Context: an optimization exercise on an open-source flow, tuned for small area. The choices shown serve that exercise and are no tape-out recipe. Only simulation tests tie the RTL to the original design; equivalence was not proved. Power figures rest on the tool's default switching activity, not on a simulated workload.

==> flow/design.v <==
`timescale 1ns/1ps
module sync_fifo #
(
	parameter int DWIDTH = 32,
	parameter int DEPTH	= 64
)
(
	input logic clk,
	input logic rst,
	input logic [DWIDTH-1:0] wr_data,
	input logic wr_en,
	input logic rd_en,
	output logic [DWIDTH-1:0] rd_data,
	output logic wr_full,
	output logic rd_empty,
	output logic [$clog2(DEPTH):0] fifo_cnt
);
	localparam int AW = $clog2(DEPTH);    
	localparam int CW = AW + 1;            
	localparam int SEG = 4;                
	localparam int SW = $clog2(SEG);
	localparam int NSEG = DEPTH / SEG;
	localparam int DL = SEG - 1;           
	logic [DWIDTH-1:0] ring [DEPTH-1:0];
	logic [DWIDTH-1:0] dly [DL-1:0];
	logic [DL-1:0] dly_v;                  
	logic [AW-1:0] hp;                     
	logic [CW-1:0] n;                      
	logic ring_empty;
	logic [CW-1:0] held;
	logic wr_acc, rd_acc, rd_ring, rd_wait;
	logic [AW-1:0] ins_pos;
	logic can_ins, ins, take;
	logic [DWIDTH-1:0] src;
	logic [DL:0] head_sel;                 
	logic [DL:0] pending;
	assign ring_empty = n == '0;
	always_comb begin
		held = n;
		for (int i = 0; i < DL; i++)
			held = held + CW'(dly_v[i]);
	end
	assign wr_full = held == CW'(DEPTH);
	assign wr_acc = wr_en & ~wr_full;
	assign pending = {wr_acc, dly_v};
	always_comb begin
		logic found;
		head_sel = '0;
		src = wr_data;
		found = 1'b0;
		for (int i = DL - 1; i >= 0; i--)
			if (dly_v[i] && !found) begin
				head_sel[i] = 1'b1;
				src = dly[i];
				found = 1'b1;
			end
		head_sel[DL] = ~found;
	end
	assign rd_empty = ring_empty ? ~(|dly_v | wr_en) : (hp[SW-1:0] != '0);
	assign rd_data = ring_empty ? src : ring[{hp[AW-1:SW], {SW{1'b0}}}];
	assign rd_acc = rd_en & ~rd_empty;
	assign rd_ring = rd_acc & ~ring_empty;
	assign rd_wait = rd_acc & ring_empty;
	assign ins_pos = ring_empty ? '0 : hp - n[AW-1:0] + 1'b1;
	assign can_ins = ins_pos[SW-1:0] == '0;
	assign ins = (|pending) & can_ins & ~rd_wait;
	assign take = ins | rd_wait;
	always_ff @(posedge clk) begin
		if (rst) begin
			n <= '0;
			hp <= '0;
			dly_v <= '0;
			fifo_cnt <= '0;
		end
		else begin
			n <= n + CW'(ins) - CW'(rd_ring);
			hp <= ring_empty ? '0 : hp + 1'b1 - AW'(rd_ring);
			dly_v[0] <= wr_acc & ~(take & head_sel[DL]);
			for (int i = 1; i < DL; i++)
				dly_v[i] <= dly_v[i-1] & ~(take & head_sel[i-1]);
			fifo_cnt <= held;
		end
	end
	always_ff @(posedge clk) begin
		dly[0] <= wr_data;
		for (int i = 1; i < DL; i++)
			dly[i] <= dly[i-1];
	end
	always_ff @(posedge clk) begin
		for (int p = 0; p < DEPTH; p++) begin
			if (p % SEG == 0 && ins && ins_pos[AW-1:SW] == (AW-SW)'(p / SEG))
				ring[p] <= src;
			else
				ring[p] <= ring[(p + DEPTH - 1) % DEPTH];
		end
	end
endmodule
`timescale 1ns/1ps
module easy_fifo_sync #
(
    parameter int DWIDTH = 32,
    parameter int DEPTH = 64,
    parameter int INPUT_REG = 0,
    parameter int OUTPUT_REG = 0
)
(
    input logic rst,
    input logic clk,
    input logic [DWIDTH-1:0] wr_data,
    input logic wr_en,
    output logic wr_full,
    input logic rd_en,
    output logic [DWIDTH-1:0] rd_data,
    output logic rd_empty,
	output logic [$clog2(DEPTH):0] fifo_cnt
);
    sync_fifo #(
        .DWIDTH   (DWIDTH),
        .DEPTH    (DEPTH)
    ) u_sync_fifo (
    	.clk      (clk),
        .rst      (rst),
        .wr_data  (wr_data),
        .wr_en    (wr_en),
        .rd_en    (rd_en),
        .rd_data  (rd_data),
        .wr_full  (wr_full),
        .rd_empty (rd_empty),
		.fifo_cnt (fifo_cnt)
    );
endmodule
export LEC_CHECK = 0
export CAP_MARGIN = 20
export CORE_MARGIN = 2
export CORE_UTILIZATION = 40
export PLACE_DENSITY = 0.6
export SLEW_MARGIN = 20
create_clock -name core_clock -period 6.0 [get_ports {clk}]
standard.sh (not shown) runs the stock make flow with config.mk's settings and CLKGATE_MAP_FILE= SYNTH_SCRIPT=/design/flow/synth_recipe.tcl, a recipe that flattens the netlist after the stock synthesis.
==> flow/flow/run.sh <==
#!/bin/bash
# Standard layout with smaller port buffers and a leaner clock tree.
set -o pipefail
export BUFFER_PORTS_ARGS="-buffer_cell sky130_fd_sc_hd__buf_1"
export CTS_ARGS="-sink_clustering_enable -repair_clock_nets -dont_use_dummy_load -sink_clustering_size 20 -sink_clustering_max_diameter 50 -sink_clustering_buffer sky130_fd_sc_hd__clkbuf_8"
bash standard.sh finish > standard.log 2>&1
The first run completed with no timing, DRC or antenna violations.
Next try:
==> flow/run.sh (new file) <==
#!/bin/bash
# synth_recipe.tcl (not shown) runs the flow's synth.tcl, then flattens the netlist and writes it again
# the make line also repeats each setting of config.mk as NAME=value (left out here)
make -C /OpenROAD-flow-scripts/flow DESIGN_CONFIG=/design/flow/config.mk WORK_HOME=/design/flow/orfs CLKGATE_MAP_FILE= SYNTH_SCRIPT=/design/flow/synth_recipe.tcl finish
Settings changed: CTS_BUF_LIST set to sky130_fd_sc_hd__clkbuf_4 sky130_fd_sc_hd__clkbuf_8, CTS_CLUSTER_SIZE set to 30.
removed: flow/flow/run.sh
removed: flow/standard.sh
Utilization went up by 3.8 points.
Routed wire length rose by a few percent.
Total power goes up by about a fifth.
Hold slack is better by 0.0075 ns.
Maximum frequency falls by a few percent.
Cell area rose by a little under a tenth.
Setup slack degrades by 0.34 ns.
Next try:
==> flow/flow/run.sh (new file) <==
#!/bin/bash
# Standard layout with smaller port buffers and a leaner clock tree.
set -o pipefail
export BUFFER_PORTS_ARGS="-buffer_cell sky130_fd_sc_hd__buf_1"
export CTS_ARGS="-sink_clustering_enable -repair_clock_nets -dont_use_dummy_load -sink_clustering_size 20 -sink_clustering_max_diameter 50 -sink_clustering_buffer sky130_fd_sc_hd__clkbuf_8"
bash standard.sh finish > standard.log 2>&1
==> flow/standard.sh (new file) <==
#!/bin/bash
# synth_recipe.tcl (not shown) runs the flow's synth.tcl, then flattens the netlist and writes it again
# the make line also repeats each setting of config.mk as NAME=value (left out here)
make -C /OpenROAD-flow-scripts/flow DESIGN_CONFIG=/design/flow/config.mk WORK_HOME=/design/flow/orfs CLKGATE_MAP_FILE= SYNTH_SCRIPT=/design/flow/synth_recipe.tcl "${@:-finish}"
Settings changed: CORE_UTILIZATION 40 to 60, CTS_BUF_LIST sky130_fd_sc_hd__clkbuf_4 sky130_fd_sc_hd__clkbuf_8 to unset, CTS_CLUSTER_SIZE 30 to unset, PLACE_DENSITY 0.6 to 0.75.
removed: flow/run.sh
Total power shrinks by about 17%.
Clock power came out lower by about 50%.
Area after synthesis is unchanged.
Non-clock buffer count fell by 8.
Sequential power barely changes.
Flip-flop and latch count stays the same.
Die area drops by 33%.
Next try:
==> flow/run.sh (new file) <==
#!/bin/bash
# synth_recipe.tcl (not shown) runs the flow's synth.tcl, then flattens the netlist and writes it again
# the make line also repeats each setting of config.mk as NAME=value (left out here)
make -C /OpenROAD-flow-scripts/flow DESIGN_CONFIG=/design/flow/config.mk WORK_HOME=/design/flow/orfs CLKGATE_MAP_FILE= SYNTH_SCRIPT=/design/flow/synth_recipe.tcl finish
Settings changed: CORE_UTILIZATION 60 to 40, PLACE_DENSITY 0.75 to 0.6.
removed: flow/flow/run.sh
removed: flow/standard.sh
Wire length grows by about 9%.
Design area grows by 9.8%.
Synthesized cell count stays the same.
Power grows by 21%.
Count of clock-buffer cells in the layout grows by 149.
Hold slack is better by 0.030 ns.
Sequential share of layout area shrinks by 6.6 points.
Global-route usage shrinks by 6.8 points.
Non-clock buffer count grows by 7.
Worst setup slack is worse by 0.51 ns.
Next try:
==> flow/flow/run.sh (new file) <==
#!/bin/bash
# Standard layout with smaller port buffers and a leaner clock tree.
set -o pipefail
export BUFFER_PORTS_ARGS="-buffer_cell sky130_fd_sc_hd__buf_1"
export CTS_ARGS="-sink_clustering_enable -repair_clock_nets -dont_use_dummy_load -sink_buffer_max_cap_derate 0.1"
cp standard.sh standard_copy.sh.txt 2>/dev/null
bash standard.sh finish > standard.log 2>&1
==> flow/standard.sh (new file) <==
#!/bin/bash
# synth_recipe.tcl (not shown) runs the flow's synth.tcl, then flattens the netlist and writes it again
# the make line also repeats each setting of config.mk as NAME=value (left out here)
make -C /OpenROAD-flow-scripts/flow DESIGN_CONFIG=/design/flow/config.mk WORK_HOME=/design/flow/orfs CLKGATE_MAP_FILE= SYNTH_SCRIPT=/design/flow/synth_recipe.tcl "${@:-finish}"
removed: flow/run.sh
Effect: Wire length is lower by 0.61%. Worst hold slack gets worse by 0.13 ns. Setup slack gets better by 0.057 ns. Global-route usage is about the same. Non-clock buffer count is higher by 27.
Next try:
==> flow/run.sh (new file) <==
#!/bin/bash
# synth_recipe.tcl (not shown) runs the flow's synth.tcl, then flattens the netlist and writes it again
# the make line also repeats each setting of config.mk as NAME=value (left out here)
make -C /OpenROAD-flow-scripts/flow DESIGN_CONFIG=/design/flow/config.mk WORK_HOME=/design/flow/orfs CLKGATE_MAP_FILE= SYNTH_SCRIPT=/design/flow/synth_recipe.tcl finish
Settings changed: CTS_BUF_LIST set to sky130_fd_sc_hd__clkbuf_8, CTS_CLUSTER_SIZE set to 20.
removed: flow/flow/run.sh
removed: flow/standard.sh
Outcome: Synthesized cell count is unchanged. Clock-buffer cell count goes up by 93. Wire length climbs by about 1.6%. Sequential share of layout area goes down by 2.5 points. Power rises by about 8%. Cell area went up by about 3.7%. Via count climbs by about 0.45%. Area after synthesis does not change. Critical path depth rises by 1.

---

== exp/garnet ==
Another version of the RTL of easy_fifo_sync (not shown whole).
Size: roughly 3300 cells after synthesis, ~77 I/O pins, about 51000 um2 of cells after synthesis.
==> flow/config.mk <==
export PLATFORM = sky130hd
export DESIGN_NAME = easy_fifo_sync
export DESIGN_NICKNAME = easy_fifo_sync
export VERILOG_FILES = /design/flow/design.v
export SDC_FILE = /design/flow/constraint.sdc
export NUM_CORES = 4
export LEC_CHECK = 0
export CAP_MARGIN = 5
export CORE_MARGIN = 2
export CORE_UTILIZATION = 40
export PLACE_DENSITY = 0.6
export SLEW_MARGIN = 5
export SYNTH_HIERARCHICAL = 1
export SYNTH_MINIMUM_KEEP_SIZE = 0
==> flow/constraint.sdc <==
create_clock -name core_clock -period 6.0 [get_ports {clk}]
set_input_delay 1.2000 -clock core_clock [delete_from_list [all_inputs] [get_ports {clk}]]
set_output_delay 1.2000 -clock core_clock [all_outputs]
set_load 0.01 [all_outputs]
==> flow/flow/run.sh <==
#!/bin/bash
# Standard layout (the standard.sh) with three changes:
#  - after floorplan every combinational cell is set to its smallest drive
#    strength (flow/downsize.tcl); the resizer upsizes only where needed;
#  - ports are buffered with buf_1 instead of the default buffer cell;
#  - the clock tree uses fewer, larger sink clusters driven by clkbuf_16 and no
#    dummy loads.
set -o pipefail
export POST_FLOORPLAN_TCL="$PWD/flow/downsize.tcl"
export BUFFER_PORTS_ARGS="-buffer_cell sky130_fd_sc_hd__buf_1"
export CTS_ARGS="-sink_clustering_enable -repair_clock_nets -dont_use_dummy_load -sink_clustering_size 30 -sink_clustering_max_diameter 60 -sink_clustering_buffer sky130_fd_sc_hd__clkbuf_16 -buf_list sky130_fd_sc_hd__clkbuf_16"
bash standard.sh finish > standard.log 2>&1
==> flow/flow/downsize.tcl <==
# Swap every combinational cell to the smallest drive strength of its kind;
# the resizer later upsizes only where slew, capacitance or timing needs it.
set n_swapped 0
foreach inst [get_cells *] {
  set master [get_property $inst ref_name]
  if {![regexp {^(sky130_fd_sc_hd__[a-z0-9]+)_([0-9]+)$} $master -> base size]} { continue }
  if {[regexp {df|dl|edf|sdf|clk|tap|fill|decap|conb|diode} $base]} { continue }
  foreach s {0 1} {
    if {$s >= $size} { break }
    set cand [get_lib_cells -quiet */${base}_$s]
    if {[llength $cand] > 0 && [lsearch $::env(DONT_USE_CELLS) ${base}_$s] < 0} {
      replace_cell $inst [get_full_name [lindex $cand 0]]
      incr n_swapped
      break
    }
  }
}
puts "downsize: swapped $n_swapped cells"
exp/garnet | stages: all done | timing, DRC, antenna: all pass
The inputs of exp/zinc differ from those of exp/garnet as listed below.
Settings: CAP_MARGIN changed from 5 to 20; PLACE_DENSITY changed from 0.6 to 0.65; SLEW_MARGIN changed from 5 to 20; CORE_UTILIZATION changed from 40 to 50.
==> comparison <==
- exp/zinc: flow completed, timing, DRC and antenna clean
- What exp/garnet reported for first-pass GRT wire length has to be multiplied by 0.924 to get the figure for exp/zinc.
- Taking exp/garnet as the reference, in exp/zinc share of power burned in the clock network fell by 0.4 points; first-iteration DRC count fell by 274; worst slack at placement rose by 0.0037 ns.
- Highest metal layer with signal wires: met4 -> exp/zinc, met5 -> exp/garnet
Here is what was changed in the inputs of exp/juniper compared with exp/zinc.
Settings: swapping 0.65 for 0.6 in PLACE_DENSITY; swapping 50 for 40 in CORE_UTILIZATION.
==> results.txt <==
Final period utilization was lower in exp/zinc than in exp/juniper.
exp/juniper vs. exp/zinc: design area grew by about 1.1%, setup slack moved down.
Global-route usage down 3.2 points in exp/juniper wrt exp/zinc
Looking only at data arrival at the endpoint of the critical path, and setting everything else aside, the higher value of exp/juniper and exp/zinc goes to exp/juniper.
From exp/zinc to exp/juniper the numbers moved as follows: leakage component of the power increased by 0.18 nW relative to the old numbers, clock-buffer cell count increased by 4.8% relative to the old numbers, total power increased by 1.1% relative to the old numbers.
Smallest hold slack | exp/juniper below exp/zinc

---

easy_fifo_sync, a different RTL version from the one above (not shown whole).
For scale: about 3,300 cells after synthesis, ~2,200 flip-flops, ~77 I/O pins, about 51,000 µm² of cells after synthesis.
clock: 6.0 ns
lec_check: 0
cap_margin: 20
core_margin: 2
core_utilization: 55
place_density: 0.7
slew_margin: 20
synth_hierarchical: 1
synth_minimum_keep_size: 0
Scripts as last shown in full above: flow/flow/run.sh, flow/flow/downsize.tcl
Rerun with:
Settings changed: CORE_UTILIZATION 55 to 40, PLACE_DENSITY 0.7 to 0.6.
=> Area after synthesis does not change; power is higher by 1.3%; worst hold slack gets better by 0.0030 ns; final area is higher by about 1.6%; core utilization is lower by 16 points; via count is higher by about 0.65%; clock power is higher by about 4.3%; sequential power barely changes; routed wire length is higher by about 10%.
Rerun with:
Settings changed: CORE_UTILIZATION 40 to 50, PLACE_DENSITY 0.6 to 0.65.
What happened: Global-route usage rises by 5.0 points; count of clock-buffer cells in the layout rises by 1; register-to-register slack gets better by 0.17 ns; via count rises by 0.64%; clock skew falls by 0.044 ns; wire length falls by 1.4%; worst setup slack gets worse by 0.13 ns; power hardly moves; maximum frequency falls by 2.4%.

---

== run a ==
Another version of the RTL of easy_fifo_sync (not shown whole).
For scale: about 77 I/O pins.
clock: 6.0 ns
lec_check: 0
cap_margin: 20
core_margin: 2
core_utilization: 55
place_density: 0.7
slew_margin: 20
synth_hierarchical: 1
synth_minimum_keep_size: 0
==> flow/flow/run.sh <==
#!/bin/bash
# Standard layout (the standard.sh) with three changes:
#  - after floorplan every combinational cell is set to its smallest drive
#    strength (flow/downsize.tcl); the resizer upsizes only where needed;
#  - ports are buffered with buf_1 instead of the default buffer cell;
#  - the clock tree uses fewer, larger sink clusters driven by clkbuf_16 and no
#    dummy loads.
set -o pipefail
export POST_FLOORPLAN_TCL="$PWD/flow/downsize.tcl"
export BUFFER_PORTS_ARGS="-buffer_cell sky130_fd_sc_hd__buf_1"
export CTS_ARGS="-sink_clustering_enable -repair_clock_nets -dont_use_dummy_load -sink_clustering_size 28 -sink_clustering_max_diameter 80 -sink_clustering_buffer sky130_fd_sc_hd__clkbuf_16 -buf_list sky130_fd_sc_hd__clkbuf_16"
bash standard.sh finish > standard.log 2>&1
Scripts as last shown in full above: flow/flow/downsize.tcl
Run a completed end to end with timing, DRC and antenna clean.
Inputs modified between run a and run b:
diff --git a/flow/flow/run.sh b/flow/flow/run.sh
--- a/flow/flow/run.sh
+++ b/flow/flow/run.sh
@@ -11 +11 @@
-export CTS_ARGS="-sink_clustering_enable -repair_clock_nets -dont_use_dummy_load -sink_clustering_size 28 -sink_clustering_max_diameter 80 -sink_clustering_buffer sky130_fd_sc_hd__clkbuf_16 -buf_list sky130_fd_sc_hd__clkbuf_16"
+export CTS_ARGS="-sink_clustering_enable -repair_clock_nets -dont_use_dummy_load -sink_clustering_size 30 -sink_clustering_max_diameter 60 -sink_clustering_buffer sky130_fd_sc_hd__clkbuf_16 -buf_list sky130_fd_sc_hd__clkbuf_16"
Notes after the runs:
Against run a as the reference, run b delivers a lower length in cells of the worst reg-to-reg path.
Summary of run b over run a: wire length of the first global-routing pass went up, global routing usage on met2 went up by 0.35 points, total routing usage reported by global routing held steady, synthesized cell count has remained practically unchanged.
Run b vs run a on count of clock-buffer cells in the layout: run b is the higher one.
Diff run b..run a | share of the cycle needed by the critical path after routing | negligible
Run b vs. run a: worst endpoint data arrival time roughly the same; delay contributed by the slowest stage of the critical path roughly the same; count of placed standard cells in the final layout, fillers left out higher.

## re-timing with driven ports
In the flow no input, the clock included, has a driving cell. The finished layouts below were timed again as built, in two steps.
Step 1 sets driving cells, clkbuf_16 on the clock port and buf_2 on the other inputs (assumed; they add their load-dependent delay and slew).
Step 2 also shifts input and output timing later by t, the mid clock arrival at the registers, as if the neighbouring blocks saw the same clock.
Three values: ideal, step 1, step 2; two values: the first two.
run	t (ns)	setup WS [ns]	latest minus earliest clock arrival (ns)	worst slew at a driven data input, ns
the first run of note 1	0.787	0.595 / 0.522 / 1.150	0.101 / 0.102	0.08
the second run of note 1	1.004	0.258 / 0.187 / 1.143	0.055 / 0.055	0.11
the third run of note 1	0.761	0.762 / 0.696 / 1.223	0.069 / 0.068	0.07
the fourth run of note 1	0.852	0.251 / 0.176 / 1.028	0.021 / 0.020	0.11
the fifth run of note 1	1.323	0.308 / 0.239 / 1.168	0.099 / 0.100	0.07
the sixth run of note 1	1.008	0.263 / 0.191 / 1.119	0.055 / 0.055	0.11
exp/garnet	0.763	0.651 / 0.580 / 1.343	0.100 / 0.100	0.17
exp/zinc	0.733	0.676 / 0.611 / 1.344	0.088 / 0.088	0.05
exp/juniper	0.765	0.630 / 0.557 / 1.323	0.103 / 0.103	0.16
the first run of note 3	0.713	0.775 / 0.712 / 1.425	0.112 / 0.112	0.08
the second run of note 3	0.749	0.819 / 0.747 / 1.218	0.111 / 0.110	0.08
the third run of note 3	0.757	0.689 / 0.612 / 1.369	0.062 / 0.062	0.05
run a	0.695	0.844 / 0.776 / 1.470	0.123 / 0.123	0.07
run b	0.734	0.843 / 0.776 / 1.510	0.124 / 0.124	0.07
After both steps setup and hold are still met in every run listed.
